This design comes from an exercise in tuning for small area, a short achievable clock period and few clock cycles per item on the open sky130 flow, not from production work.
The RTL was checked by simulation tests, not by an equivalence proof against the original design.

[flow/flow/run.sh]
#!/bin/bash
bash standard.sh SETUP_SLACK_MARGIN=6.0 "BUFFER_PORTS_ARGS=-buffer_cell sky130_fd_sc_hd__buf_2" finish > standard.log 2>&1
[flow/standard.sh]
#!/bin/bash
# synth_recipe.tcl (not shown) runs the flow's synth.tcl, then flattens the netlist and writes it again
# the make line also repeats each setting of config.mk as NAME=value (left out here)
make -C /OpenROAD-flow-scripts/flow DESIGN_CONFIG=/design/flow/config.mk WORK_HOME=/design/flow/orfs CLKGATE_MAP_FILE= SYNTH_SCRIPT=/design/flow/synth_recipe.tcl "${@:-finish}"
[flow/config.mk]
export PLATFORM = sky130hd
export DESIGN_NAME = ahb_lite_fir_filter
export DESIGN_NICKNAME = ahb_lite_fir_filter
export VERILOG_FILES = /design/flow/design.v
export SDC_FILE = /design/flow/constraint.sdc
export NUM_CORES = 4
export LEC_CHECK = 0
export ABC_AREA = 1
export CAP_MARGIN = 20
export CORE_MARGIN = 2
export CORE_UTILIZATION = 40
export CTS_CLUSTER_DIAMETER = 120
export CTS_CLUSTER_SIZE = 22
export PLACE_DENSITY = 0.8
export SETUP_SLACK_MARGIN = 5
export SLEW_MARGIN = 20
[flow/constraint.sdc]
create_clock -name core_clock -period 11.0 [get_ports {clk}]
set_input_delay 2.2000 -clock core_clock [delete_from_list [all_inputs] [get_ports {clk}]]
set_output_delay 2.2000 -clock core_clock [all_outputs]
set_load 0.01 [all_outputs]
[flow/design.v]
module mul_csa (
  input  wire [15:0] x,
  input  wire [8:0]  one,
  input  wire [8:0]  two,
  input  wire [7:0]  neg,
  output wire [22:0] a,
  output wire [22:0] b,
  output wire        cl
);
  wire pp0_0 = ((one[0] & x[0])) ^ neg[0];
  wire pp0_1 = ((one[0] & x[1]) | (two[0] & x[0])) ^ neg[0];
  wire pp0_2 = ((one[0] & x[2]) | (two[0] & x[1])) ^ neg[0];
  wire pp0_3 = ((one[0] & x[3]) | (two[0] & x[2])) ^ neg[0];
  wire pp0_4 = ((one[0] & x[4]) | (two[0] & x[3])) ^ neg[0];
  wire pp0_5 = ((one[0] & x[5]) | (two[0] & x[4])) ^ neg[0];
  wire pp0_6 = ((one[0] & x[6]) | (two[0] & x[5])) ^ neg[0];
  wire pp0_7 = ((one[0] & x[7]) | (two[0] & x[6])) ^ neg[0];
  wire pp0_8 = ((one[0] & x[8]) | (two[0] & x[7])) ^ neg[0];
  wire pp0_9 = ((one[0] & x[9]) | (two[0] & x[8])) ^ neg[0];
  wire pp0_10 = ((one[0] & x[10]) | (two[0] & x[9])) ^ neg[0];
  wire pp0_11 = ((one[0] & x[11]) | (two[0] & x[10])) ^ neg[0];
  wire pp0_12 = ((one[0] & x[12]) | (two[0] & x[11])) ^ neg[0];
  wire pp0_13 = ((one[0] & x[13]) | (two[0] & x[12])) ^ neg[0];
  wire pp0_14 = ((one[0] & x[14]) | (two[0] & x[13])) ^ neg[0];
  wire pp0_15 = ((one[0] & x[15]) | (two[0] & x[14])) ^ neg[0];
  wire pp0_16 = ((two[0] & x[15])) ^ neg[0];
  wire ns0 = ~neg[0];
  wire pp1_0 = ((one[1] & x[0])) ^ neg[1];
  wire pp1_1 = ((one[1] & x[1]) | (two[1] & x[0])) ^ neg[1];
  wire pp1_2 = ((one[1] & x[2]) | (two[1] & x[1])) ^ neg[1];
  wire pp1_3 = ((one[1] & x[3]) | (two[1] & x[2])) ^ neg[1];
  wire pp1_4 = ((one[1] & x[4]) | (two[1] & x[3])) ^ neg[1];
  wire pp1_5 = ((one[1] & x[5]) | (two[1] & x[4])) ^ neg[1];
  wire pp1_6 = ((one[1] & x[6]) | (two[1] & x[5])) ^ neg[1];
  wire pp1_7 = ((one[1] & x[7]) | (two[1] & x[6])) ^ neg[1];
  wire pp1_8 = ((one[1] & x[8]) | (two[1] & x[7])) ^ neg[1];
  wire pp1_9 = ((one[1] & x[9]) | (two[1] & x[8])) ^ neg[1];
  wire pp1_10 = ((one[1] & x[10]) | (two[1] & x[9])) ^ neg[1];
  wire pp1_11 = ((one[1] & x[11]) | (two[1] & x[10])) ^ neg[1];
  wire pp1_12 = ((one[1] & x[12]) | (two[1] & x[11])) ^ neg[1];
  wire pp1_13 = ((one[1] & x[13]) | (two[1] & x[12])) ^ neg[1];
  wire pp1_14 = ((one[1] & x[14]) | (two[1] & x[13])) ^ neg[1];
  wire pp1_15 = ((one[1] & x[15]) | (two[1] & x[14])) ^ neg[1];
  wire pp1_16 = ((two[1] & x[15])) ^ neg[1];
  wire ns1 = ~neg[1];
  wire pp2_0 = ((one[2] & x[0])) ^ neg[2];
  wire pp2_1 = ((one[2] & x[1]) | (two[2] & x[0])) ^ neg[2];
  wire pp2_2 = ((one[2] & x[2]) | (two[2] & x[1])) ^ neg[2];
  wire pp2_3 = ((one[2] & x[3]) | (two[2] & x[2])) ^ neg[2];
  wire pp2_4 = ((one[2] & x[4]) | (two[2] & x[3])) ^ neg[2];
  wire pp2_5 = ((one[2] & x[5]) | (two[2] & x[4])) ^ neg[2];
  wire pp2_6 = ((one[2] & x[6]) | (two[2] & x[5])) ^ neg[2];
  wire pp2_7 = ((one[2] & x[7]) | (two[2] & x[6])) ^ neg[2];
  wire pp2_8 = ((one[2] & x[8]) | (two[2] & x[7])) ^ neg[2];
  wire pp2_9 = ((one[2] & x[9]) | (two[2] & x[8])) ^ neg[2];
  wire pp2_10 = ((one[2] & x[10]) | (two[2] & x[9])) ^ neg[2];
  wire pp2_11 = ((one[2] & x[11]) | (two[2] & x[10])) ^ neg[2];
  wire pp2_12 = ((one[2] & x[12]) | (two[2] & x[11])) ^ neg[2];
  wire pp2_13 = ((one[2] & x[13]) | (two[2] & x[12])) ^ neg[2];
  wire pp2_14 = ((one[2] & x[14]) | (two[2] & x[13])) ^ neg[2];
  wire pp2_15 = ((one[2] & x[15]) | (two[2] & x[14])) ^ neg[2];
  wire pp2_16 = ((two[2] & x[15])) ^ neg[2];
  wire ns2 = ~neg[2];
  wire pp3_0 = ((one[3] & x[0])) ^ neg[3];
  wire pp3_1 = ((one[3] & x[1]) | (two[3] & x[0])) ^ neg[3];
  wire pp3_2 = ((one[3] & x[2]) | (two[3] & x[1])) ^ neg[3];
  wire pp3_3 = ((one[3] & x[3]) | (two[3] & x[2])) ^ neg[3];
  wire pp3_4 = ((one[3] & x[4]) | (two[3] & x[3])) ^ neg[3];
  wire pp3_5 = ((one[3] & x[5]) | (two[3] & x[4])) ^ neg[3];
  wire pp3_6 = ((one[3] & x[6]) | (two[3] & x[5])) ^ neg[3];
  wire pp3_7 = ((one[3] & x[7]) | (two[3] & x[6])) ^ neg[3];
  wire pp3_8 = ((one[3] & x[8]) | (two[3] & x[7])) ^ neg[3];
  wire pp3_9 = ((one[3] & x[9]) | (two[3] & x[8])) ^ neg[3];
  wire pp3_10 = ((one[3] & x[10]) | (two[3] & x[9])) ^ neg[3];
  wire pp3_11 = ((one[3] & x[11]) | (two[3] & x[10])) ^ neg[3];
  wire pp3_12 = ((one[3] & x[12]) | (two[3] & x[11])) ^ neg[3];
  wire pp3_13 = ((one[3] & x[13]) | (two[3] & x[12])) ^ neg[3];
  wire pp3_14 = ((one[3] & x[14]) | (two[3] & x[13])) ^ neg[3];
  wire pp3_15 = ((one[3] & x[15]) | (two[3] & x[14])) ^ neg[3];
  wire pp3_16 = ((two[3] & x[15])) ^ neg[3];
  wire ns3 = ~neg[3];
  wire pp4_0 = ((one[4] & x[0])) ^ neg[4];
  wire pp4_1 = ((one[4] & x[1]) | (two[4] & x[0])) ^ neg[4];
  wire pp4_2 = ((one[4] & x[2]) | (two[4] & x[1])) ^ neg[4];
  wire pp4_3 = ((one[4] & x[3]) | (two[4] & x[2])) ^ neg[4];
  wire pp4_4 = ((one[4] & x[4]) | (two[4] & x[3])) ^ neg[4];
  wire pp4_5 = ((one[4] & x[5]) | (two[4] & x[4])) ^ neg[4];
  wire pp4_6 = ((one[4] & x[6]) | (two[4] & x[5])) ^ neg[4];
  wire pp4_7 = ((one[4] & x[7]) | (two[4] & x[6])) ^ neg[4];
  wire pp4_8 = ((one[4] & x[8]) | (two[4] & x[7])) ^ neg[4];
  wire pp4_9 = ((one[4] & x[9]) | (two[4] & x[8])) ^ neg[4];
  wire pp4_10 = ((one[4] & x[10]) | (two[4] & x[9])) ^ neg[4];
  wire pp4_11 = ((one[4] & x[11]) | (two[4] & x[10])) ^ neg[4];
  wire pp4_12 = ((one[4] & x[12]) | (two[4] & x[11])) ^ neg[4];
  wire pp4_13 = ((one[4] & x[13]) | (two[4] & x[12])) ^ neg[4];
  wire pp4_14 = ((one[4] & x[14]) | (two[4] & x[13])) ^ neg[4];
  wire pp4_15 = ((one[4] & x[15]) | (two[4] & x[14])) ^ neg[4];
  wire pp4_16 = ((two[4] & x[15])) ^ neg[4];
  wire ns4 = ~neg[4];
  wire pp5_0 = ((one[5] & x[0])) ^ neg[5];
  wire pp5_1 = ((one[5] & x[1]) | (two[5] & x[0])) ^ neg[5];
  wire pp5_2 = ((one[5] & x[2]) | (two[5] & x[1])) ^ neg[5];
  wire pp5_3 = ((one[5] & x[3]) | (two[5] & x[2])) ^ neg[5];
  wire pp5_4 = ((one[5] & x[4]) | (two[5] & x[3])) ^ neg[5];
  wire pp5_5 = ((one[5] & x[5]) | (two[5] & x[4])) ^ neg[5];
  wire pp5_6 = ((one[5] & x[6]) | (two[5] & x[5])) ^ neg[5];
  wire pp5_7 = ((one[5] & x[7]) | (two[5] & x[6])) ^ neg[5];
  wire pp5_8 = ((one[5] & x[8]) | (two[5] & x[7])) ^ neg[5];
  wire pp5_9 = ((one[5] & x[9]) | (two[5] & x[8])) ^ neg[5];
  wire pp5_10 = ((one[5] & x[10]) | (two[5] & x[9])) ^ neg[5];
  wire pp5_11 = ((one[5] & x[11]) | (two[5] & x[10])) ^ neg[5];
  wire pp5_12 = ((one[5] & x[12]) | (two[5] & x[11])) ^ neg[5];
  wire pp5_13 = ((one[5] & x[13]) | (two[5] & x[12])) ^ neg[5];
  wire pp5_14 = ((one[5] & x[14]) | (two[5] & x[13])) ^ neg[5];
  wire pp5_15 = ((one[5] & x[15]) | (two[5] & x[14])) ^ neg[5];
  wire pp5_16 = ((two[5] & x[15])) ^ neg[5];
  wire ns5 = ~neg[5];
  wire pp6_0 = ((one[6] & x[0])) ^ neg[6];
  wire pp6_1 = ((one[6] & x[1]) | (two[6] & x[0])) ^ neg[6];
  wire pp6_2 = ((one[6] & x[2]) | (two[6] & x[1])) ^ neg[6];
  wire pp6_3 = ((one[6] & x[3]) | (two[6] & x[2])) ^ neg[6];
  wire pp6_4 = ((one[6] & x[4]) | (two[6] & x[3])) ^ neg[6];
  wire pp6_5 = ((one[6] & x[5]) | (two[6] & x[4])) ^ neg[6];
  wire pp6_6 = ((one[6] & x[6]) | (two[6] & x[5])) ^ neg[6];
  wire pp6_7 = ((one[6] & x[7]) | (two[6] & x[6])) ^ neg[6];
  wire pp6_8 = ((one[6] & x[8]) | (two[6] & x[7])) ^ neg[6];
  wire pp6_9 = ((one[6] & x[9]) | (two[6] & x[8])) ^ neg[6];
  wire pp6_10 = ((one[6] & x[10]) | (two[6] & x[9])) ^ neg[6];
  wire pp6_11 = ((one[6] & x[11]) | (two[6] & x[10])) ^ neg[6];
  wire pp6_12 = ((one[6] & x[12]) | (two[6] & x[11])) ^ neg[6];
  wire pp6_13 = ((one[6] & x[13]) | (two[6] & x[12])) ^ neg[6];
  wire pp6_14 = ((one[6] & x[14]) | (two[6] & x[13])) ^ neg[6];
  wire pp6_15 = ((one[6] & x[15]) | (two[6] & x[14])) ^ neg[6];
  wire pp6_16 = ((two[6] & x[15])) ^ neg[6];
  wire ns6 = ~neg[6];
  wire pp7_0 = ((one[7] & x[0])) ^ neg[7];
  wire pp7_1 = ((one[7] & x[1]) | (two[7] & x[0])) ^ neg[7];
  wire pp7_2 = ((one[7] & x[2]) | (two[7] & x[1])) ^ neg[7];
  wire pp7_3 = ((one[7] & x[3]) | (two[7] & x[2])) ^ neg[7];
  wire pp7_4 = ((one[7] & x[4]) | (two[7] & x[3])) ^ neg[7];
  wire pp7_5 = ((one[7] & x[5]) | (two[7] & x[4])) ^ neg[7];
  wire pp7_6 = ((one[7] & x[6]) | (two[7] & x[5])) ^ neg[7];
  wire pp7_7 = ((one[7] & x[7]) | (two[7] & x[6])) ^ neg[7];
  wire pp7_8 = ((one[7] & x[8]) | (two[7] & x[7])) ^ neg[7];
  wire pp7_9 = ((one[7] & x[9]) | (two[7] & x[8])) ^ neg[7];
  wire pp7_10 = ((one[7] & x[10]) | (two[7] & x[9])) ^ neg[7];
  wire pp7_11 = ((one[7] & x[11]) | (two[7] & x[10])) ^ neg[7];
  wire pp7_12 = ((one[7] & x[12]) | (two[7] & x[11])) ^ neg[7];
  wire pp7_13 = ((one[7] & x[13]) | (two[7] & x[12])) ^ neg[7];
  wire pp7_14 = ((one[7] & x[14]) | (two[7] & x[13])) ^ neg[7];
  wire pp7_15 = ((one[7] & x[15]) | (two[7] & x[14])) ^ neg[7];
  wire pp7_16 = ((two[7] & x[15])) ^ neg[7];
  wire ns7 = ~neg[7];
  wire pp8_0 = one[8] & x[0];
  wire pp8_1 = one[8] & x[1];
  wire pp8_2 = one[8] & x[2];
  wire pp8_3 = one[8] & x[3];
  wire pp8_4 = one[8] & x[4];
  wire pp8_5 = one[8] & x[5];
  wire pp8_6 = one[8] & x[6];
  wire pp8_7 = one[8] & x[7];
  wire pp8_8 = one[8] & x[8];
  wire pp8_9 = one[8] & x[9];
  wire pp8_10 = one[8] & x[10];
  wire pp8_11 = one[8] & x[11];
  wire pp8_12 = one[8] & x[12];
  wire pp8_13 = one[8] & x[13];
  wire pp8_14 = one[8] & x[14];
  wire pp8_15 = one[8] & x[15];
  wire s1 = neg[5] ^ pp0_10;
  wire c2 = neg[5] & pp0_10;
  wire s3 = pp0_11 ^ pp1_9;
  wire c4 = pp0_11 & pp1_9;
  wire s5 = neg[6] ^ pp0_12 ^ pp1_10;
  wire c6 = (neg[6] & pp0_12) | (pp1_10 & (neg[6] ^ pp0_12));
  wire s7 = pp2_8 ^ pp3_6;
  wire c8 = pp2_8 & pp3_6;
  wire s9 = pp0_13 ^ pp1_11 ^ pp2_9;
  wire c10 = (pp0_13 & pp1_11) | (pp2_9 & (pp0_13 ^ pp1_11));
  wire s11 = pp3_7 ^ pp4_5;
  wire c12 = pp3_7 & pp4_5;
  wire s13 = neg[7] ^ pp0_14 ^ pp1_12;
  wire c14 = (neg[7] & pp0_14) | (pp1_12 & (neg[7] ^ pp0_14));
  wire s15 = pp2_10 ^ pp3_8 ^ pp4_6;
  wire c16 = (pp2_10 & pp3_8) | (pp4_6 & (pp2_10 ^ pp3_8));
  wire s17 = pp5_4 ^ pp6_2;
  wire c18 = pp5_4 & pp6_2;
  wire s19 = pp0_15 ^ pp1_13 ^ pp2_11;
  wire c20 = (pp0_15 & pp1_13) | (pp2_11 & (pp0_15 ^ pp1_13));
  wire s21 = pp3_9 ^ pp4_7 ^ pp5_5;
  wire c22 = (pp3_9 & pp4_7) | (pp5_5 & (pp3_9 ^ pp4_7));
  wire s23 = pp6_3 ^ pp7_1;
  wire c24 = pp6_3 & pp7_1;
  wire s25 = pp0_16 ^ pp1_14 ^ pp2_12;
  wire c26 = (pp0_16 & pp1_14) | (pp2_12 & (pp0_16 ^ pp1_14));
  wire s27 = pp3_10 ^ pp4_8 ^ pp5_6;
  wire c28 = (pp3_10 & pp4_8) | (pp5_6 & (pp3_10 ^ pp4_8));
  wire s29 = pp6_4 ^ pp7_2 ^ pp8_0;
  wire c30 = (pp6_4 & pp7_2) | (pp8_0 & (pp6_4 ^ pp7_2));
  wire s31 = neg[0] ^ pp1_15 ^ pp2_13;
  wire c32 = (neg[0] & pp1_15) | (pp2_13 & (neg[0] ^ pp1_15));
  wire s33 = pp3_11 ^ pp4_9 ^ pp5_7;
  wire c34 = (pp3_11 & pp4_9) | (pp5_7 & (pp3_11 ^ pp4_9));
  wire s35 = pp6_5 ^ pp7_3 ^ pp8_1;
  wire c36 = (pp6_5 & pp7_3) | (pp8_1 & (pp6_5 ^ pp7_3));
  wire s37 = neg[0] ^ pp1_16 ^ pp2_14;
  wire c38 = (neg[0] & pp1_16) | (pp2_14 & (neg[0] ^ pp1_16));
  wire s39 = pp3_12 ^ pp4_10 ^ pp5_8;
  wire c40 = (pp3_12 & pp4_10) | (pp5_8 & (pp3_12 ^ pp4_10));
  wire s41 = pp6_6 ^ pp7_4 ^ pp8_2;
  wire c42 = (pp6_6 & pp7_4) | (pp8_2 & (pp6_6 ^ pp7_4));
  wire s43 = ns0 ^ ns1 ^ pp2_15;
  wire c44 = (ns0 & ns1) | (pp2_15 & (ns0 ^ ns1));
  wire s45 = pp3_13 ^ pp4_11 ^ pp5_9;
  wire c46 = (pp3_13 & pp4_11) | (pp5_9 & (pp3_13 ^ pp4_11));
  wire s47 = pp6_7 ^ pp7_5 ^ pp8_3;
  wire c48 = (pp6_7 & pp7_5) | (pp8_3 & (pp6_7 ^ pp7_5));
  wire s49 = 1'b1 ^ pp2_16 ^ pp3_14;
  wire c50 = (1'b1 & pp2_16) | (pp3_14 & (1'b1 ^ pp2_16));
  wire s51 = pp4_12 ^ pp5_10 ^ pp6_8;
  wire c52 = (pp4_12 & pp5_10) | (pp6_8 & (pp4_12 ^ pp5_10));
  wire s53 = pp7_6 ^ pp8_4;
  wire c54 = pp7_6 & pp8_4;
  wire s55 = ns2 ^ pp3_15 ^ pp4_13;
  wire c56 = (ns2 & pp3_15) | (pp4_13 & (ns2 ^ pp3_15));
  wire s57 = pp5_11 ^ pp6_9 ^ pp7_7;
  wire c58 = (pp5_11 & pp6_9) | (pp7_7 & (pp5_11 ^ pp6_9));
  wire s59 = 1'b1 ^ pp3_16 ^ pp4_14;
  wire c60 = (1'b1 & pp3_16) | (pp4_14 & (1'b1 ^ pp3_16));
  wire s61 = pp5_12 ^ pp6_10;
  wire c62 = pp5_12 & pp6_10;
  wire s63 = ns3 ^ pp4_15 ^ pp5_13;
  wire c64 = (ns3 & pp4_15) | (pp5_13 & (ns3 ^ pp4_15));
  wire s65 = 1'b1 ^ pp4_16;
  wire c66 = 1'b1 & pp4_16;
  wire s67 = neg[3] ^ pp0_6;
  wire c68 = neg[3] & pp0_6;
  wire s69 = pp0_7 ^ pp1_5;
  wire c70 = pp0_7 & pp1_5;
  wire s71 = neg[4] ^ pp0_8 ^ pp1_6;
  wire c72 = (neg[4] & pp0_8) | (pp1_6 & (neg[4] ^ pp0_8));
  wire s73 = pp2_4 ^ pp3_2;
  wire c74 = pp2_4 & pp3_2;
  wire s75 = pp0_9 ^ pp1_7 ^ pp2_5;
  wire c76 = (pp0_9 & pp1_7) | (pp2_5 & (pp0_9 ^ pp1_7));
  wire s77 = pp3_3 ^ pp4_1;
  wire c78 = pp3_3 & pp4_1;
  wire s79 = pp1_8 ^ pp2_6 ^ pp3_4;
  wire c80 = (pp1_8 & pp2_6) | (pp3_4 & (pp1_8 ^ pp2_6));
  wire s81 = pp4_2 ^ pp5_0 ^ s1;
  wire c82 = (pp4_2 & pp5_0) | (s1 & (pp4_2 ^ pp5_0));
  wire s83 = pp2_7 ^ pp3_5 ^ pp4_3;
  wire c84 = (pp2_7 & pp3_5) | (pp4_3 & (pp2_7 ^ pp3_5));
  wire s85 = pp5_1 ^ c2 ^ s3;
  wire c86 = (pp5_1 & c2) | (s3 & (pp5_1 ^ c2));
  wire s87 = pp4_4 ^ pp5_2 ^ pp6_0;
  wire c88 = (pp4_4 & pp5_2) | (pp6_0 & (pp4_4 ^ pp5_2));
  wire s89 = c4 ^ s5 ^ s7;
  wire c90 = (c4 & s5) | (s7 & (c4 ^ s5));
  wire s91 = pp5_3 ^ pp6_1 ^ c6;
  wire c92 = (pp5_3 & pp6_1) | (c6 & (pp5_3 ^ pp6_1));
  wire s93 = c8 ^ s9 ^ s11;
  wire c94 = (c8 & s9) | (s11 & (c8 ^ s9));
  wire s95 = pp7_0 ^ c10 ^ c12;
  wire c96 = (pp7_0 & c10) | (c12 & (pp7_0 ^ c10));
  wire s97 = s13 ^ s15 ^ s17;
  wire c98 = (s13 & s15) | (s17 & (s13 ^ s15));
  wire s99 = c14 ^ c16 ^ c18;
  wire c100 = (c14 & c16) | (c18 & (c14 ^ c16));
  wire s101 = s19 ^ s21 ^ s23;
  wire c102 = (s19 & s21) | (s23 & (s19 ^ s21));
  wire s103 = c20 ^ c22 ^ c24;
  wire c104 = (c20 & c22) | (c24 & (c20 ^ c22));
  wire s105 = s25 ^ s27 ^ s29;
  wire c106 = (s25 & s27) | (s29 & (s25 ^ s27));
  wire s107 = c26 ^ c28 ^ c30;
  wire c108 = (c26 & c28) | (c30 & (c26 ^ c28));
  wire s109 = s31 ^ s33 ^ s35;
  wire c110 = (s31 & s33) | (s35 & (s31 ^ s33));
  wire s111 = c32 ^ c34 ^ c36;
  wire c112 = (c32 & c34) | (c36 & (c32 ^ c34));
  wire s113 = s37 ^ s39 ^ s41;
  wire c114 = (s37 & s39) | (s41 & (s37 ^ s39));
  wire s115 = c38 ^ c40 ^ c42;
  wire c116 = (c38 & c40) | (c42 & (c38 ^ c40));
  wire s117 = s43 ^ s45 ^ s47;
  wire c118 = (s43 & s45) | (s47 & (s43 ^ s45));
  wire s119 = c44 ^ c46 ^ c48;
  wire c120 = (c44 & c46) | (c48 & (c44 ^ c46));
  wire s121 = s49 ^ s51 ^ s53;
  wire c122 = (s49 & s51) | (s53 & (s49 ^ s51));
  wire s123 = pp8_5 ^ c50 ^ c52;
  wire c124 = (pp8_5 & c50) | (c52 & (pp8_5 ^ c50));
  wire s125 = c54 ^ s55 ^ s57;
  wire c126 = (c54 & s55) | (s57 & (c54 ^ s55));
  wire s127 = pp7_8 ^ pp8_6 ^ c56;
  wire c128 = (pp7_8 & pp8_6) | (c56 & (pp7_8 ^ pp8_6));
  wire s129 = c58 ^ s59 ^ s61;
  wire c130 = (c58 & s59) | (s61 & (c58 ^ s59));
  wire s131 = pp6_11 ^ pp7_9 ^ pp8_7;
  wire c132 = (pp6_11 & pp7_9) | (pp8_7 & (pp6_11 ^ pp7_9));
  wire s133 = c60 ^ c62 ^ s63;
  wire c134 = (c60 & c62) | (s63 & (c60 ^ c62));
  wire s135 = pp5_14 ^ pp6_12 ^ pp7_10;
  wire c136 = (pp5_14 & pp6_12) | (pp7_10 & (pp5_14 ^ pp6_12));
  wire s137 = pp8_8 ^ c64 ^ s65;
  wire c138 = (pp8_8 & c64) | (s65 & (pp8_8 ^ c64));
  wire s139 = ns4 ^ pp5_15 ^ pp6_13;
  wire c140 = (ns4 & pp5_15) | (pp6_13 & (ns4 ^ pp5_15));
  wire s141 = pp7_11 ^ pp8_9 ^ c66;
  wire c142 = (pp7_11 & pp8_9) | (c66 & (pp7_11 ^ pp8_9));
  wire s143 = 1'b1 ^ pp5_16 ^ pp6_14;
  wire c144 = (1'b1 & pp5_16) | (pp6_14 & (1'b1 ^ pp5_16));
  wire s145 = pp7_12 ^ pp8_10;
  wire c146 = pp7_12 & pp8_10;
  wire s147 = ns5 ^ pp6_15 ^ pp7_13;
  wire c148 = (ns5 & pp6_15) | (pp7_13 & (ns5 ^ pp6_15));
  wire s149 = 1'b1 ^ pp6_16;
  wire c150 = 1'b1 & pp6_16;
  wire s151 = neg[2] ^ pp0_4;
  wire c152 = neg[2] & pp0_4;
  wire s153 = pp0_5 ^ pp1_3;
  wire c154 = pp0_5 & pp1_3;
  wire s155 = pp1_4 ^ pp2_2 ^ pp3_0;
  wire c156 = (pp1_4 & pp2_2) | (pp3_0 & (pp1_4 ^ pp2_2));
  wire s157 = pp2_3 ^ pp3_1 ^ c68;
  wire c158 = (pp2_3 & pp3_1) | (c68 & (pp2_3 ^ pp3_1));
  wire s159 = pp4_0 ^ c70 ^ s71;
  wire c160 = (pp4_0 & c70) | (s71 & (pp4_0 ^ c70));
  wire s161 = c72 ^ c74 ^ s75;
  wire c162 = (c72 & c74) | (s75 & (c72 ^ c74));
  wire s163 = c76 ^ c78 ^ s79;
  wire c164 = (c76 & c78) | (s79 & (c76 ^ c78));
  wire s165 = c80 ^ s83 ^ c82;
  wire c166 = (c80 & s83) | (c82 & (c80 ^ s83));
  wire s167 = c84 ^ s87 ^ c86;
  wire c168 = (c84 & s87) | (c86 & (c84 ^ s87));
  wire s169 = c88 ^ c90 ^ s91;
  wire c170 = (c88 & c90) | (s91 & (c88 ^ c90));
  wire s171 = c92 ^ c94 ^ s95;
  wire c172 = (c92 & c94) | (s95 & (c92 ^ c94));
  wire s173 = c96 ^ c98 ^ s99;
  wire c174 = (c96 & c98) | (s99 & (c96 ^ c98));
  wire s175 = c100 ^ c102 ^ s103;
  wire c176 = (c100 & c102) | (s103 & (c100 ^ c102));
  wire s177 = c104 ^ c106 ^ s107;
  wire c178 = (c104 & c106) | (s107 & (c104 ^ c106));
  wire s179 = c108 ^ c110 ^ s111;
  wire c180 = (c108 & c110) | (s111 & (c108 ^ c110));
  wire s181 = c112 ^ c114 ^ s115;
  wire c182 = (c112 & c114) | (s115 & (c112 ^ c114));
  wire s183 = c116 ^ c118 ^ s119;
  wire c184 = (c116 & c118) | (s119 & (c116 ^ c118));
  wire s185 = c120 ^ c122 ^ s123;
  wire c186 = (c120 & c122) | (s123 & (c120 ^ c122));
  wire s187 = c124 ^ c126 ^ s127;
  wire c188 = (c124 & c126) | (s127 & (c124 ^ c126));
  wire s189 = s131 ^ c128 ^ c130;
  wire c190 = (s131 & c128) | (c130 & (s131 ^ c128));
  wire s191 = c132 ^ s135 ^ c134;
  wire c192 = (c132 & s135) | (c134 & (c132 ^ s135));
  wire s193 = c136 ^ s139 ^ c138;
  wire c194 = (c136 & s139) | (c138 & (c136 ^ s139));
  wire s195 = c140 ^ s143 ^ s145;
  wire c196 = (c140 & s143) | (s145 & (c140 ^ s143));
  wire s197 = pp8_11 ^ c144 ^ c146;
  wire c198 = (pp8_11 & c144) | (c146 & (pp8_11 ^ c144));
  wire s199 = pp7_14 ^ pp8_12 ^ c148;
  wire c200 = (pp7_14 & pp8_12) | (c148 & (pp7_14 ^ pp8_12));
  wire s201 = ns6 ^ pp7_15 ^ pp8_13;
  wire c202 = (ns6 & pp7_15) | (pp8_13 & (ns6 ^ pp7_15));
  wire s203 = 1'b1 ^ pp7_16;
  wire c204 = 1'b1 & pp7_16;
  wire s205 = neg[1] ^ pp0_2;
  wire c206 = neg[1] & pp0_2;
  wire s207 = pp0_3 ^ pp1_1;
  wire c208 = pp0_3 & pp1_1;
  wire s209 = pp1_2 ^ pp2_0 ^ s151;
  wire c210 = (pp1_2 & pp2_0) | (s151 & (pp1_2 ^ pp2_0));
  wire s211 = pp2_1 ^ c152 ^ s153;
  wire c212 = (pp2_1 & c152) | (s153 & (pp2_1 ^ c152));
  wire s213 = s67 ^ c154 ^ s155;
  wire c214 = (s67 & c154) | (s155 & (s67 ^ c154));
  wire s215 = s69 ^ c156 ^ s157;
  wire c216 = (s69 & c156) | (s157 & (s69 ^ c156));
  wire s217 = s73 ^ c158 ^ s159;
  wire c218 = (s73 & c158) | (s159 & (s73 ^ c158));
  wire s219 = s77 ^ c160 ^ s161;
  wire c220 = (s77 & c160) | (s161 & (s77 ^ c160));
  wire s221 = s81 ^ c162 ^ s163;
  wire c222 = (s81 & c162) | (s163 & (s81 ^ c162));
  wire s223 = s85 ^ c164 ^ s165;
  wire c224 = (s85 & c164) | (s165 & (s85 ^ c164));
  wire s225 = s89 ^ c166 ^ s167;
  wire c226 = (s89 & c166) | (s167 & (s89 ^ c166));
  wire s227 = s93 ^ c168 ^ s169;
  wire c228 = (s93 & c168) | (s169 & (s93 ^ c168));
  wire s229 = s97 ^ c170 ^ s171;
  wire c230 = (s97 & c170) | (s171 & (s97 ^ c170));
  wire s231 = s101 ^ c172 ^ s173;
  wire c232 = (s101 & c172) | (s173 & (s101 ^ c172));
  wire s233 = s105 ^ c174 ^ s175;
  wire c234 = (s105 & c174) | (s175 & (s105 ^ c174));
  wire s235 = s109 ^ c176 ^ s177;
  wire c236 = (s109 & c176) | (s177 & (s109 ^ c176));
  wire s237 = s113 ^ c178 ^ s179;
  wire c238 = (s113 & c178) | (s179 & (s113 ^ c178));
  wire s239 = s117 ^ c180 ^ s181;
  wire c240 = (s117 & c180) | (s181 & (s117 ^ c180));
  wire s241 = s121 ^ c182 ^ s183;
  wire c242 = (s121 & c182) | (s183 & (s121 ^ c182));
  wire s243 = s125 ^ c184 ^ s185;
  wire c244 = (s125 & c184) | (s185 & (s125 ^ c184));
  wire s245 = s129 ^ c186 ^ s187;
  wire c246 = (s129 & c186) | (s187 & (s129 ^ c186));
  wire s247 = s133 ^ c188 ^ s189;
  wire c248 = (s133 & c188) | (s189 & (s133 ^ c188));
  wire s249 = s137 ^ c190 ^ s191;
  wire c250 = (s137 & c190) | (s191 & (s137 ^ c190));
  wire s251 = s141 ^ c192 ^ s193;
  wire c252 = (s141 & c192) | (s193 & (s141 ^ c192));
  wire s253 = c142 ^ s195 ^ c194;
  wire c254 = (c142 & s195) | (c194 & (c142 ^ s195));
  wire s255 = s147 ^ c196 ^ s197;
  wire c256 = (s147 & c196) | (s197 & (s147 ^ c196));
  wire s257 = s149 ^ c198 ^ s199;
  wire c258 = (s149 & c198) | (s199 & (s149 ^ c198));
  wire s259 = c150 ^ s201 ^ c200;
  wire c260 = (c150 & s201) | (c200 & (c150 ^ s201));
  wire s261 = pp8_14 ^ c202 ^ s203;
  wire c262 = (pp8_14 & c202) | (s203 & (pp8_14 ^ c202));
  wire [7:0] la = {c214, c212, c210, c208, c206, pp1_0, pp0_1, neg[0]};
  wire [7:0] lb = {s215, s213, s211, s209, s207, s205, 1'b0, pp0_0};
  wire [8:0] ls = {1'b0, la} + {1'b0, lb};
  assign cl = ls[8];
  assign a[0] = c216;
  assign b[0] = s217;
  assign a[1] = c218;
  assign b[1] = s219;
  assign a[2] = c220;
  assign b[2] = s221;
  assign a[3] = c222;
  assign b[3] = s223;
  assign a[4] = c224;
  assign b[4] = s225;
  assign a[5] = c226;
  assign b[5] = s227;
  assign a[6] = c228;
  assign b[6] = s229;
  assign a[7] = c230;
  assign b[7] = s231;
  assign a[8] = c232;
  assign b[8] = s233;
  assign a[9] = c234;
  assign b[9] = s235;
  assign a[10] = c236;
  assign b[10] = s237;
  assign a[11] = c238;
  assign b[11] = s239;
  assign a[12] = c240;
  assign b[12] = s241;
  assign a[13] = c242;
  assign b[13] = s243;
  assign a[14] = c244;
  assign b[14] = s245;
  assign a[15] = c246;
  assign b[15] = s247;
  assign a[16] = c248;
  assign b[16] = s249;
  assign a[17] = c250;
  assign b[17] = s251;
  assign a[18] = c252;
  assign b[18] = s253;
  assign a[19] = c254;
  assign b[19] = s255;
  assign a[20] = c256;
  assign b[20] = s257;
  assign a[21] = c258;
  assign b[21] = s259;
  assign a[22] = c260;
  assign b[22] = s261;
endmodule
module booth_enc (
    input  wire [15:0] c,
    output wire [8:0]  one,
    output wire [8:0]  two,
    output wire [7:0]  neg
);
    wire [18:0] ce = {2'b00, c, 1'b0};
    genvar j;
    generate
        for (j = 0; j < 9; j = j + 1) begin : g
            wire b2 = ce[2*j+2];
            wire b1 = ce[2*j+1];
            wire b0 = ce[2*j];
            assign one[j] = b1 ^ b0;
            assign two[j] = (b2 & ~b1 & ~b0) | (~b2 & b1 & b0);
            if (j < 8) begin : gn
                assign neg[j] = b2;
            end
        end
    endgenerate
endmodule
module prefix16 (
    input  wire [15:0] g,
    input  wire [15:0] p,
    output wire        G,
    output wire        P
);
    wire [7:0] ga, pa;
    wire [3:0] gb, pb;
    wire [1:0] gc, pc;
    genvar i;
    generate
        for (i = 0; i < 8; i = i + 1) begin : l1
            assign ga[i] = g[2*i+1] | (p[2*i+1] & g[2*i]);
            assign pa[i] = p[2*i+1] & p[2*i];
        end
        for (i = 0; i < 4; i = i + 1) begin : l2
            assign gb[i] = ga[2*i+1] | (pa[2*i+1] & ga[2*i]);
            assign pb[i] = pa[2*i+1] & pa[2*i];
        end
        for (i = 0; i < 2; i = i + 1) begin : l3
            assign gc[i] = gb[2*i+1] | (pb[2*i+1] & gb[2*i]);
            assign pc[i] = pb[2*i+1] & pb[2*i];
        end
    endgenerate
    assign G = gc[1] | (pc[1] & gc[0]);
    assign P = pc[1] & pc[0];
endmodule
module ahb_lite_fir_filter (
    input  wire        clk,
    input  wire        n_rst,
    input  wire        hsel,
    input  wire [3:0]  haddr,
    input  wire        hsize,
    input  wire [1:0]  htrans,
    input  wire        hwrite,
    input  wire [15:0] hwdata,
    output reg  [15:0] hrdata,
    output reg         hresp
);
    wire xfer = hsel & (htrans != 2'b00);
    always @(*) begin
        hresp = 1'b0;
        if (xfer) begin
            if (hwrite) hresp = (haddr[3:2] == 2'b00) | (haddr == 4'd15);
            else        hresp = (haddr == 4'd15);
        end
    end
    wire wr_ok    = xfer & hwrite & (haddr[3:2] != 2'b00) & (haddr != 4'd15);
    wire s_wr_nx  = wr_ok & (haddr[3:1] == 3'd2);
    reg        wv;           
    reg        hw_lo;        
    reg        hw_hi;
    reg [3:0]  wa;
    reg        ws;
    reg [3:0]  ra;           
    reg        rs;
    always @(posedge clk, negedge n_rst) begin
        if (!n_rst) begin
            wv <= 1'b0; hw_lo <= 1'b0; hw_hi <= 1'b0;
        end else begin
            wv    <= wr_ok;
            hw_lo <= s_wr_nx & (hsize | ~haddr[0]);
            hw_hi <= s_wr_nx & (hsize | haddr[0]);
        end
    end
    always @(posedge clk) begin
        wa <= haddr;
        ws <= hsize;
        ra <= haddr;
        rs <= hsize;
    end
    wire w_lo  = ws | ~wa[0];
    wire w_hi  = ws | wa[0];
    wire s_wr  = hw_lo | hw_hi;                        
    wire ld    = wv & (wa == 4'd14) & hwdata[0];       
    wire [3:0] f_wr;
    assign f_wr[0] = wv & (wa[3:1] == 3'd3);
    assign f_wr[1] = wv & (wa[3:1] == 3'd4);
    assign f_wr[2] = wv & (wa[3:1] == 3'd5);
    assign f_wr[3] = wv & (wa[3:1] == 3'd6);
    reg [15:0] F0, F1, F2, F3;       
    reg [15:0] C0, C1, C2, C3;       
    reg [15:0] S, H1, H2;            
    reg [15:0] result;               
    reg        rneg;                 
    reg        err;
    reg [1:0] zf0, zf1, zf2, zf3;    
    reg [1:0] zc0, zc1, zc2, zc3;    
    reg       zs, zh1, zh2, zr;      
    always @(posedge clk, negedge n_rst) begin
        if (!n_rst) begin
            zf0 <= 2'b11; zf1 <= 2'b11; zf2 <= 2'b11; zf3 <= 2'b11;
            zc0 <= 2'b11; zc1 <= 2'b11; zc2 <= 2'b11; zc3 <= 2'b11;
        end else begin
            if (f_wr[0] & w_lo) zf0[0] <= 1'b0;
            if (f_wr[0] & w_hi) zf0[1] <= 1'b0;
            if (f_wr[1] & w_lo) zf1[0] <= 1'b0;
            if (f_wr[1] & w_hi) zf1[1] <= 1'b0;
            if (f_wr[2] & w_lo) zf2[0] <= 1'b0;
            if (f_wr[2] & w_hi) zf2[1] <= 1'b0;
            if (f_wr[3] & w_lo) zf3[0] <= 1'b0;
            if (f_wr[3] & w_hi) zf3[1] <= 1'b0;
            if (ld) begin
                zc0 <= zf0; zc1 <= zf1; zc2 <= zf2; zc3 <= zf3;
            end
        end
    end
    always @(posedge clk) begin
        begin
            if (f_wr[0] & w_lo) F0[7:0]  <= hwdata[7:0];
            if (f_wr[0] & w_hi) F0[15:8] <= hwdata[15:8];
            if (f_wr[1] & w_lo) F1[7:0]  <= hwdata[7:0];
            if (f_wr[1] & w_hi) F1[15:8] <= hwdata[15:8];
            if (f_wr[2] & w_lo) F2[7:0]  <= hwdata[7:0];
            if (f_wr[2] & w_hi) F2[15:8] <= hwdata[15:8];
            if (f_wr[3] & w_lo) F3[7:0]  <= hwdata[7:0];
            if (f_wr[3] & w_hi) F3[15:8] <= hwdata[15:8];
        end
    end
    always @(posedge clk) begin
        if (ld) begin
            C0 <= F0; C1 <= F1; C2 <= F2; C3 <= F3;
        end
    end
    wire [15:0] F0v = {zf0[1] ? 8'd0 : F0[15:8], zf0[0] ? 8'd0 : F0[7:0]};
    wire [15:0] F1v = {zf1[1] ? 8'd0 : F1[15:8], zf1[0] ? 8'd0 : F1[7:0]};
    wire [15:0] F2v = {zf2[1] ? 8'd0 : F2[15:8], zf2[0] ? 8'd0 : F2[7:0]};
    wire [15:0] F3v = {zf3[1] ? 8'd0 : F3[15:8], zf3[0] ? 8'd0 : F3[7:0]};
    wire [15:0] C3v = {zc3[1] ? 8'd0 : C3[15:8], zc3[0] ? 8'd0 : C3[7:0]};
    localparam J_IDLE = 3'd0, J_L3 = 3'd1, J_L2 = 3'd2, J_W2 = 3'd3, J_T1 = 3'd4;
    localparam T_NONE = 3'd0, T_P0 = 3'd5, T_L3 = 3'd1, T_L2 = 3'd2, T_W2 = 3'd3, T_T1 = 3'd4;
    reg        pend;         
    reg        acc_ok;       
    reg [2:0]  jq;           
    reg        shifted;      
    reg        msh;          
    reg [1:0]  mbk;          
    reg [2:0]  tag;          
    reg [2:0]  mop;          
    reg        sx_s, sx_h1, sx_h2;           
    reg        sc0, sc1, sc2, sc3;           
    reg [17:0] ACC;          
    wire complete_now = pend & acc_ok & (tag == T_P0);
    wire step = (mop != T_P0);
    wire gs  = sx_s  & ~zs;
    wire gh1 = sx_h1 & ~zh1;
    wire gh2 = sx_h2 & ~zh2;
    wire [15:0] xo = ({16{gs}} & S) | ({16{gh1}} & H1) | ({16{gh2}} & H2);
    wire [7:0] ca_lo = ({8{sc0 & ~zc0[0]}} & C0[7:0]) | ({8{sc1 & ~zc1[0]}} & C1[7:0])
                     | ({8{sc2 & ~zc2[0]}} & C2[7:0]) | ({8{sc3 & ~zc3[0]}} & C3[7:0]);
    wire [7:0] ca_hi = ({8{sc0 & ~zc0[1]}} & C0[15:8]) | ({8{sc1 & ~zc1[1]}} & C1[15:8])
                     | ({8{sc2 & ~zc2[1]}} & C2[15:8]) | ({8{sc3 & ~zc3[1]}} & C3[15:8]);
    wire [15:0] ca = {ca_hi, ca_lo};
    wire [15:0] xa = {hw_hi ? hwdata[15:8] : xo[15:8], hw_lo ? hwdata[7:0] : xo[7:0]};
    wire [8:0] a_one, a_two;
    wire [7:0] a_neg;
    booth_enc ENCA (.c(ca), .one(a_one), .two(a_two), .neg(a_neg));
    wire [22:0] ma_a, ma_b;
    wire        ma_c;
    mul_csa MA (.x(xa), .one(a_one), .two(a_two), .neg(a_neg), .a(ma_a), .b(ma_b), .cl(ma_c));
    reg [22:0] pa, pb;
    reg        pcl;
    always @(posedge clk) begin
        pa  <= ma_a;
        pb  <= ma_b;
        pcl <= ma_c;
    end
    wire [24:0] U2  = {1'b0, pa, 1'b1} + {1'b0, pb, pcl};
    wire [23:0] U   = U2[24:1];
    wire [15:0] T   = U[22:7];
    wire [7:0]  lo2 = {1'b0, pa[6:0]} + {1'b0, pb[6:0]} + {7'd0, pcl};
    wire        cin = lo2[7];
    wire [15:0] ph  = pa[22:7];
    wire [15:0] qh  = pb[22:7];
    wire [15:0] nk  = ~ACC[15:0];
    wire [15:0] sv  = ph ^ qh ^ nk;
    wire [15:0] cm  = (ph & qh) | (ph & nk) | (qh & nk);
    wire [15:0] g1 = ph & qh;
    wire [15:0] p1 = ph | qh;
    wire [15:0] g2 = sv & {cm[14:0], 1'b0};
    wire [15:0] p2 = sv | {cm[14:0], 1'b0};
    wire gw, pw, gr, pr;
    prefix16 PW (.g(g1), .p(p1), .G(gw), .P(pw));
    prefix16 PR (.g(g2), .p(p2), .G(gr), .P(pr));
    wire w    = gw | (pw & cin);
    wire c16  = gr | (pr & cin);
    wire ovf3 = ~ACC[17] & ACC[16];
    wire err4 = ACC[17] & (w ? (cm[15] & c16) : (cm[15] | c16));
    wire err_n = ovf3 | err4;
    wire        a_sub = (tag == T_P0) | (tag == T_L2) | (tag == T_W2);
    wire [17:0] a_op  = (tag == T_W2) ? {2'b00, M3} : (tag == T_L3) ? 18'd0 : ACC;
    wire [18:0] a_s2  = {a_op, 1'b1} + {{2'b00, T} ^ {18{a_sub}}, a_sub};
    wire [17:0] a_sum = a_s2[18:1];
    wire        mb_act = (mbk != 2'd3);
    wire [15:0] xm = ({16{~msh & ~zh1}} & H1) | ({16{msh & ~zh2}} & H2);
    reg  [2:0]  mneg, mone, mtwo;    
    wire [16:0] mg0 = ({17{mone[0]}} & {1'b0, xm}) | ({17{mtwo[0]}} & {xm, 1'b0});
    wire [16:0] mg1 = ({17{mone[1]}} & {1'b0, xm}) | ({17{mtwo[1]}} & {xm, 1'b0});
    wire [16:0] mg2 = ({17{mone[2]}} & {1'b0, xm}) | ({17{mtwo[2]}} & {xm, 1'b0});
    reg         mbp;                 
    reg  [21:0] mbacc;
    wire [15:0] M3 = mbacc[15:0];
    wire [26:0] r0 = {{8{mneg[0]}}, mg0 ^ {17{mneg[0]}}, 1'b0, (mbk != 2'd0) & mbp};
    wire [26:0] r1 = {{6{mneg[1]}}, mg1 ^ {17{mneg[1]}}, 1'b0, mneg[0], 2'b00};
    wire [26:0] r2 = {{4{mneg[2]}}, mg2 ^ {17{mneg[2]}}, 1'b0, mneg[1], 4'b0000};
    wire [26:0] r3 = (mbk == 2'd0) ? 27'd0 : {{6{mbacc[21]}}, mbacc[21:1]};
    wire [26:0] k1s = r0 ^ r1 ^ r2;
    wire [26:0] k1c = {((r0 & r1) | (r0 & r2) | (r1 & r2)), 1'b0};
    wire [26:0] k2s = k1s ^ k1c ^ r3;
    wire [26:0] k2c = {((k1s & k1c) | (k1s & r3) | (k1c & r3)), 1'b0};
    wire [26:0] mbsum = k2s + k2c;
    always @(posedge clk) begin
        if (mb_act) begin
            mbacc <= mbsum[26:5];
            mbp   <= mneg[2];
        end
        if (tag == T_L3 || tag == T_L2 || tag == T_W2 || tag == T_T1) ACC <= a_sum;
    end
    reg [2:0] jq_n;
    always @(*) begin
        if (ld)        jq_n = J_L3;
        else if (step) jq_n = (mop == T_L3) ? J_L2 : (mop == T_T1) ? J_IDLE : J_T1;
        else           jq_n = complete_now ? J_W2 : jq;
    end
    wire [2:0] tag_n    = ld ? T_NONE : mop;
    wire       pend_n   = s_wr | (pend & ~complete_now);
    wire       acc_ok_n = ~ld & ~complete_now & (acc_ok | (tag == T_T1));
    wire       shift_n  = ~ld & ~complete_now & (shifted | s_wr);
    wire [1:0] mbk_n    = (ld | complete_now) ? 2'd0 : (mbk == 2'd3) ? 2'd3 : mbk + 2'd1;
    wire       cpl_nx = pend_n & acc_ok_n & (tag_n == T_P0);
    wire [2:0] jq_nx  = cpl_nx ? J_W2 : jq_n;
    wire       sh_nx  = shift_n & ~cpl_nx;
    reg  [2:0] mop_n;
    always @(*) begin
        if (s_wr_nx) mop_n = T_P0;
        else case (jq_nx)
            J_L3:    mop_n = T_L3;
            J_L2:    mop_n = T_L2;
            J_W2:    mop_n = T_W2;
            J_T1:    mop_n = T_T1;
            default: mop_n = T_P0;
        endcase
    end
    wire [15:0] c3_n = ld ? F3v : C3v;
    wire [18:0] c3e  = {2'b00, c3_n, 1'b0};
    reg  [6:0]  cw;
    always @(*) begin
        case (mbk_n)
            2'd0:    cw = c3e[6:0];
            2'd1:    cw = c3e[12:6];
            default: cw = c3e[18:12];
        endcase
    end
    reg [2:0] mneg_n, mone_n, mtwo_n;
    integer q;
    always @(*) begin
        for (q = 0; q < 3; q = q + 1) begin
            mone_n[q] = cw[2*q+1] ^ cw[2*q];
            mtwo_n[q] = (cw[2*q+2] & ~cw[2*q+1] & ~cw[2*q]) | (~cw[2*q+2] & cw[2*q+1] & cw[2*q]);
            mneg_n[q] = cw[2*q+2];
        end
    end
    always @(posedge clk, negedge n_rst) begin
        if (!n_rst) begin
            mone <= 3'd0; mtwo <= 3'd0; mneg <= 3'd0;
        end else begin
            mone <= mone_n; mtwo <= mtwo_n; mneg <= mneg_n;
        end
    end
    always @(posedge clk, negedge n_rst) begin
        if (!n_rst) begin
            zs <= 1'b1; zh1 <= 1'b1; zh2 <= 1'b1; zr <= 1'b1;
            err <= 1'b0;
            pend <= 1'b0; acc_ok <= 1'b0;
            jq <= J_L3; shifted <= 1'b0; msh <= 1'b0; mbk <= 2'd0; tag <= T_NONE;
            mop <= T_L3;
            sx_s <= 1'b0; sx_h1 <= 1'b0; sx_h2 <= 1'b1;
            sc0 <= 1'b0; sc1 <= 1'b0; sc2 <= 1'b0; sc3 <= 1'b1;
        end else begin
            if (s_wr) begin
                zs  <= 1'b0;
                zh1 <= zs;
                zh2 <= zh1;
            end
            if (complete_now) begin
                err <= err_n;
                zr  <= 1'b0;
            end
            if (ld) err <= 1'b0;
            pend    <= pend_n;
            acc_ok  <= acc_ok_n;
            jq      <= jq_n;
            shifted <= shift_n;
            msh     <= ~ld & ~complete_now & (msh | s_wr);
            mbk     <= mbk_n;
            tag     <= tag_n;
            mop     <= mop_n;
            sx_s    <= (mop_n == T_P0) | ((mop_n == T_T1) & ~sh_nx);
            sx_h1   <= ((mop_n == T_T1) & sh_nx) | (((mop_n == T_L2) | (mop_n == T_W2)) & ~sh_nx);
            sx_h2   <= (mop_n == T_L3) | (((mop_n == T_L2) | (mop_n == T_W2)) & sh_nx);
            sc0     <= (mop_n == T_P0);
            sc1     <= (mop_n == T_T1);
            sc2     <= (mop_n == T_L2) | (mop_n == T_W2);
            sc3     <= (mop_n == T_L3);
        end
    end
    always @(posedge clk) begin
        if (s_wr) begin
            S  <= xa;
            H1 <= S;
            H2 <= H1;
        end
        if (complete_now) begin
            result <= a_sum[15:0];
            rneg   <= a_sum[17];
        end
    end
    wire busy_o = pend & ~complete_now;
    wire err_o  = complete_now ? err_n : err;
    wire [15:0] rmag = rneg ? (~result + 16'd1) : result;
    reg [15:0] rv;
    always @(*) begin
        case (ra[3:1])
            3'd0:    rv = {7'd0, err_o, 7'd0, busy_o};
            3'd1:    rv = zr ? 16'd0 : rmag;
            3'd2:    rv = zs ? 16'd0 : S;
            3'd3:    rv = F0v;
            3'd4:    rv = F1v;
            3'd5:    rv = F2v;
            3'd6:    rv = F3v;
            default: rv = 16'd0;
        endcase
        hrdata[15:8] = (rs | ra[0])  ? rv[15:8] : 8'd0;
        hrdata[7:0]  = (rs | ~ra[0]) ? rv[7:0]  : 8'd0;
    end
endmodule
==> results.yml, run 1 <==
run_status:
  status: "no timing/DRC/antenna violations"
global_route:
  grt_pass1_vias: 19600
  use_met1_pct: 26.9
  grt_use_met2_pct: 34.3
  busiest_layer: "met2"
  grt_remaining_overflow: 0
  grt_pass1_wl_mm: 107
  grtUsageMet3_pct: 5.10
  antenna_found_initial: 0
  grt_max_degree: 78
  grt_use_total_pct: 20.9
sta:
  clock.fmax_mhz: 201
  worstMarginPinSlew_ps: 1120
  min_period_ps: 4970
  fin_skew_ps: 33.2
  tns_ps: 0
  rsz0062_at_grt: "yes"
  finalSetupViolCount: 0
  period_share_pct: 45.1
  finalHoldViolations: 0
  relSlewSlack_pct: 25.4
  drv_slew: 0
cts:
  path_clk_slew_ps: 100
  cts_buffers: 19
  cts_htree_levels: 1
  clock-sinks: 341
  clk_latency_ps: 570
  cts_tree: "built"
  cts_max_path_buffers: 3
  cts_root_buf: "clkbuf_16"
  hold_buffers: 0
yosys:
  yosys_warnings: 1
  synth_flop_cell: "edfxtp_1"
  ys_ff_latch: 341
  netlist_area_mm2: 0.0252
  async_reset_ff_share_pct: 16.1
  yosys-top-cells-area: "edfxtp_1 28%, fa_1 13%, xor2_1 7.5%"
  synth.distinct_cells: 61
  synth_enable_flop_cells: 234
  avgSynthCellArea_um2: 9.21
  yosys-top-cells-count: "498 x inv_1, 373 x nand2_1, 234 x edfxtp_1, 215 x xor2_1, 187 x o22ai_1"
  synth_top_area_share_pct: 27.9
  syn_nets: 3035
  synth.largest_area_cell: "edfxtp_1"
  synth.most_common_cell: "inv_1"
  seq_area_frac_synth_pct: 37.6
  postSynthCellCount: 2736
drt:
  vias: 20100
  wl_mm: 69.0
  via_per_inst: 5.53
  drt_pre_antenna_iters: 8
  drt_iter0_markers: 2930
  ant_nets: 0
  wl_per_cell_um: 18.9
  drc: 0
setup_path:
  crit_family: "simple AND/OR/NAND/NOR gates"
  criticalPathCategory: "reg -> out"
  path_cells: "inv_2 > fa_1 > or2_4 > nand2_1 > nor2_1 > inv_1 > nor2_2 > nand3_1 > nand3_1 > nand2_2 > nand2_2 > nand2_2 > nand2_2 > nand2_2 > a21oi_2 > buf_2"
  cp_common_cell: "nand2_2"
  critPathMaxFanout: 2
  crit_arrival_ps: 2770
  crit_slowest_cell: "fa_1"
  cp.buffers_inverters: 3
  critPathCaptureType: "primary output"
  cpPeakStageDelay_ps: 580
  critPathLaunchType: "flop"
  required_ps: 8800
floorplanning:
  die_w_um: 255
  fp.dieArea_mm2: 0.0650
  num_rows: 92
  fp.dieH_um: 255
  core_mm2: 0.0626
  start_util_pct: 40.2
  io-pin-count: 44
layout:
  drive_gt1_share_pct: 10.2
  multi_input_area_mm2: 0.0137
  final_cells: 3640
  regArea_mm2: 0.00948
  final_nets: 3079
  fill_cells: 5754
  area_growth_pct: 9.11
worst_hold_path:
  holdCritPathClass: "reg -> reg"
run:
  max_cap_violations: 0
placed_design:
  dp_cells: 3565
  place_congestion: 0.975
  hpwl_mm: 51.6
  portBuffers: 43
stage by stage:
stage | cell area [µm²] | setup slack (ps) | util (%) | hold slack [ps]
CTS | 27000 | 5940 | 43.1 | 451
finish | 27500 | 6030 | 43.9 | 448
floorplan | 25300 | 6010 | - | 426
global placement | 26300 | 5460 | 41.9 | 428
detailed placement | 26300 | 5340 | 41.9 | 434
global route | 27500 | 5910 | 43.9 | 462
final timing paths:
kind / startpoint / to / slack, ps / cells past startpoint
max: ACC[5]$_DFFE_PP_ / hrdata[8] / 6030 / 16
min: H1[1]$_DFFE_PP_ / H2[1]$_DFFE_PP_ / 450 / 0
max reg2reg: zc2[1]$_DFFE_PN1P_ / pb[14]$_DFF_P_ / 6050 / 16
min reg2reg: H1[1]$_DFFE_PP_ / H2[1]$_DFFE_PP_ / 450 / 0
max in group asynchronous: n_rst / mneg[1]$_DFF_PN0_ / 8680 / 2
min in group asynchronous: n_rst / sc2$_DFF_PN0_ / 1780 / 2
layout by cell type, fill, tap and decap left out, types with 5 or more instances in the layout:
master and instances:
inv_1 487, nand2_1 360, edfxtp_1 234, xor2_1 215, o22ai_1 186, nor2_1 172
fa_1 162, ha_1 110, nand3_1 109, a21oi_1 98, o21ai_0 88, buf_4 52
dfxtp_1 49, buf_2 43, xnor2_1 33, dfrtp_1 30, nor3_1 29, nand2_2 26
dfstp_2 24, o22ai_2 22, a31oi_1 22, inv_2 19, clkbuf_16 19, nand4_1 15
clkbuf_1 13, o21ai_2 10, o21ai_1 9, o21a_1 9, a32oi_1 9, o22ai_4 8
buf_12 8, clkinv_1 7, a21o_1 6, o31ai_1 6, o21ai_4 5, nor2_2 5
cells by family (layout without fill, tap and decap cells):
family | count (synthesis) | count (layout) | share of synthesized area [%]
simple gates | 752 | 752 | 12.7
buf+inv | 601 | 658 | 9.42
compound gates | 522 | 522 | 13.3
flops | 341 | 341 | 37.6
fa+ha+maj | 272 | 272 | 18.3
xor+xnor | 248 | 248 | 8.62
other cells | 0 | 1 | 0
final cells by class:
| class | count | share of cell area, % |
|---|---|---|
| antenna | 1 | 0.00910 |
| inverter | 521 | 7.20 |
| timing repair buffer | 103 | 2.79 |
| clock inverter | 2 | 0.0910 |
| multi-input combinational | 1794 | 49.7 |
| tap | 846 | 3.85 |
| clock buffer | 32 | 1.91 |
| sequential | 341 | 34.5 |
timing repair:
| action | in CTS | in global routing |
|---|---|---|
| setup buffers | 9 | 31 |
| resized for setup | 41 | 43 |
| endpoints found under the hold margin | 0 | 0 |
| endpoints found under the setup margin | 49 | 48 |
| pin swaps | 20 | 18 |
state kept, by name, summed over array words and instances (netlist names), 4 cells and up:
| signal | count |
|---|---|
| pa | 23 |
| pb | 23 |
| mbacc | 22 |
| ACC | 18 |
| C0 | 16 |
| C1 | 16 |
| C2 | 16 |
| C3 | 16 |
| F0 | 16 |
| F1 | 16 |
| F2 | 16 |
| F3 | 16 |
| H1 | 16 |
| H2 | 16 |
| S | 16 |
| result | 16 |
| ra | 4 |
metal layers:
layer / part of all wire, % / wire length, µm / up-vias
met2: 46 / 31800 / 1211
met5: 0 / 0 / -
met3: 11 / 7690 / 200
li1: - / - / 9137
met1: 39 / 26700 / 9593
met4: 4.0 / 2740 / 0
Testbench counts, summed over its fixed seeds: cycles 4,880, samples 1,600.
==> run 2: changes to the inputs <==
--- a/flow/config.mk
+++ b/flow/config.mk
@@ -11,6 +11,5 @@
 export CORE_UTILIZATION = 40
 export CTS_CLUSTER_DIAMETER = 120
 export CTS_CLUSTER_SIZE = 22
-export PLACE_DENSITY = 0.8
 export SETUP_SLACK_MARGIN = 5
 export SLEW_MARGIN = 20
==> results.yml, run 2 <==
cts:
  cts_root_buf: "clkbuf_16"
  clk_latency_ps: 590
  cts_htree_levels: 1
  hold_buffers: 0
  cts_max_path_buffers: 3
  path_clk_slew_ps: 100
  cts_buffers: 20
  cts_tree: "built"
  clock-sinks: 341
setup_path:
  reg2reg_depth: 14
  critPathCaptureType: "primary output"
  crit_family: "simple AND/OR/NAND/NOR gates"
  reg2reg_to: "pb[9]$_DFF_P_"
  cp.buffers_inverters: 2
  critPathMaxFanout: 2
  rrSetupSlack_ps: 6170
  critPathLaunchType: "flop"
  reg2reg_from: "zh1$_DFFE_PN1P_"
  path_cells: "inv_1 > fa_1 > nand2_1 > o21a_1 > nand2_2 > nor2_4 > nand3_2 > nand3_2 > nand2_2 > nand2_4 > nand2_4 > nand2_2 > nand2_2 > a21oi_4 > buf_6"
  crit_arrival_ps: 2800
  cp_common_cell: "nand2_2"
  crit_slowest_cell: "fa_1"
  cpPeakStageDelay_ps: 480
  required_ps: 8800
  criticalPathCategory: "reg -> out"
placed_design:
  pre_cts_slack_ps: 5260
  dp_cells: 3569
  hpwl_mm: 56.3
  place_congestion: 0.943
  dpl-instance-area_mm2: 0.0263
  portBuffers: 43
yosys:
  avgSynthCellArea_um2: 9.21
  async_reset_ff_share_pct: 16.1
  syn_nets: 3035
  synth_top_area_share_pct: 27.9
  ys_ff_latch: 341
  synth.distinct_cells: 61
  synth_top_family_by_area: "adder cells"
  yosys.area_share.simple_pct: 12.7
  netlist_area_mm2: 0.0252
  yosys_warnings: 1
  synth_enable_flop_cells: 234
  postSynthCellCount: 2736
  synth_flop_cell: "edfxtp_1"
  synth.largest_area_cell: "edfxtp_1"
  synth.area.mux_share_pct: 0
  synth_adder_area_share_pct: 18.3
  synth.most_common_cell: "inv_1"
  synth-compound-area-share_pct: 13.3
  yosys-top-cells-area: "edfxtp_1 28%, fa_1 13%, xor2_1 7.5%"
  synth_xor_area_share_pct: 8.62
  seq_area_frac_synth_pct: 37.6
  yosys-top-cells-count: "498 x inv_1, 373 x nand2_1, 234 x edfxtp_1, 215 x xor2_1, 187 x o22ai_1"
floorplanning:
  core_mm2: 0.0626
  num_rows: 92
  fp.dieH_um: 255
  fp.dieArea_mm2: 0.0650
  io-pin-count: 44
  die_w_um: 255
  start_util_pct: 40.2
sta:
  hold-worst-slack_ps: 430
  rsz0062_at_grt: "yes"
  finalHoldViolations: 0
  tns_ps: 0
  period_share_pct: 45.5
  clock.fmax_mhz: 200
  timing.final.ws_setup_ps: 6000
  finalSetupViolCount: 0
  relSlewSlack_pct: 29.0
  worstMarginPinSlew_ps: 1060
  min_period_ps: 5000
  fin_skew_ps: 48.8
  drv_slew: 0
layout:
  drive_gt1_share_pct: 11.9
  layout_common_cells: "483 x inv_1, 359 x nand2_1, 234 x edfxtp_1"
  reg.largest.list: "pa (23), pb (23), mbacc (22)"
  area_growth_pct: 10.6
  final_cells: 3669
  antenna_cells: 0
  final_common_cell: "inv_1"
  fin_util_pct: 44.5
  fin_area_mm2: 0.0279
  final_nets: 3108
drt:
  via_per_inst: 5.37
  drt_iter0_markers: 1884
  drc: 0
  vias: 19700
  wl_per_cell_um: 20.2
  wl_mm: 74.3
  ant_nets: 0
  drt_pre_antenna_iters: 5
run_status:
  status: "no timing/DRC/antenna violations"
worst_hold_path:
  holdCritPathClass: "reg -> reg"
  hold_depth: 0
  hold_end: "C3[4]$_DFFE_PP_"
  hp-start: "F3[4]$_DFFE_PP_"
global_route:
  grt_pass1_wl_mm: 114
  grt_use_total_pct: 22.8
  antenna_found_initial: 0
  grt_max_degree: 78
  grt_pass1_vias: 19400
  grt_remaining_overflow: 0
run:
  max_cap_violations: 0
[run 2: worst max path at each step]
stage | from | slack [ps] | depth (start not counted) | end
CTS | ACC[3]$_DFFE_PP_ | 5910 | 15 | hrdata[8]
global placement | hwdata[11] | 5300 | 11 | pb[14]$_DFF_P_
global route | ACC[6]$_DFFE_PP_ | 5820 | 17 | hrdata[8]
floorplan | hwdata[12] | 6010 | 11 | pb[14]$_DFF_P_
finish | pa[22]$_DFF_P_ | 6000 | 15 | hrdata[8]
detailed placement | hwdata[11] | 5260 | 11 | pb[6]$_DFF_P_
[run 2: final cells by class]
type	count	area [µm²]
clock inverter	5	68.8
timing repair buffer	131	978
tap	846	1060
clock buffer	31	563
fill	6061	34800
multi-input combinational	1794	13700
sequential	341	9480
inverter	521	1990
[run 2: metal layers]
| metal | global-route usage [%] | vias to the layer above | wire [µm] |
|---|---|---|---|
| met3 | 2.53 | 108 | 4990 |
| met2 | 36.9 | 779 | 34000 |
| met5 | 0 | - | 0 |
| met4 | 6.17 | 0 | 2170 |
| li1 | - | 9194 | - |
| met1 | 32.5 | 9621 | 33100 |
[run 2: what timing repair did]
action                     CTS  global route
setup endpoints to repair   51            50
pin swaps                   23            26
buffers inserted            15            49
resized for setup           49            62
[run 2: logic make-up (layout without fill, tap and decap cells)]
family                   after synthesis  in the layout
AO/OA/AOI/OAI                        522            522
XOR/XNOR                             248            248
adder cells (fa/ha/maj)              272            272
buffers and inverters                601            688
flip-flops                           341            341
AND/OR/NAND/NOR                      752            752

static timing again, ports no longer ideal:
In the flow no input, the clock included, has a driving cell. The finished layouts below were timed again as built, in two steps.
Step 1, drivers: a clkbuf_16 drives clk and a buf_2 each remaining input, both assumed.
Step 2 times the ports against the registers' clock, not the clock port: input delays grow and output delays shrink by t, the midpoint of the rising clock arrivals with the driver on.
Three values: ideal ports, drivers, drivers and shift; two values: the first two.
| run | shift t [ns] | slack for setup (ns) | hold WS [ns] | worst setup path at the end | latest minus earliest clock arrival (ns) |
|---|---|---|---|---|---|
| run 1 | 0.615 | 6.034 / 5.970 / 5.491 | 0.448 / 0.448 / 0.448 | input to register | 0.034 / 0.033 |
| run 2 | 0.631 | 5.996 / 5.934 / 5.470 | 0.430 / 0.430 / 0.430 | input to register | 0.050 / 0.051 |
After both steps every run listed still meets setup and hold. For run 1, which loses most, drivers alone change the setup slack by -0.064 ns; drivers and shift together by -0.543 ns.
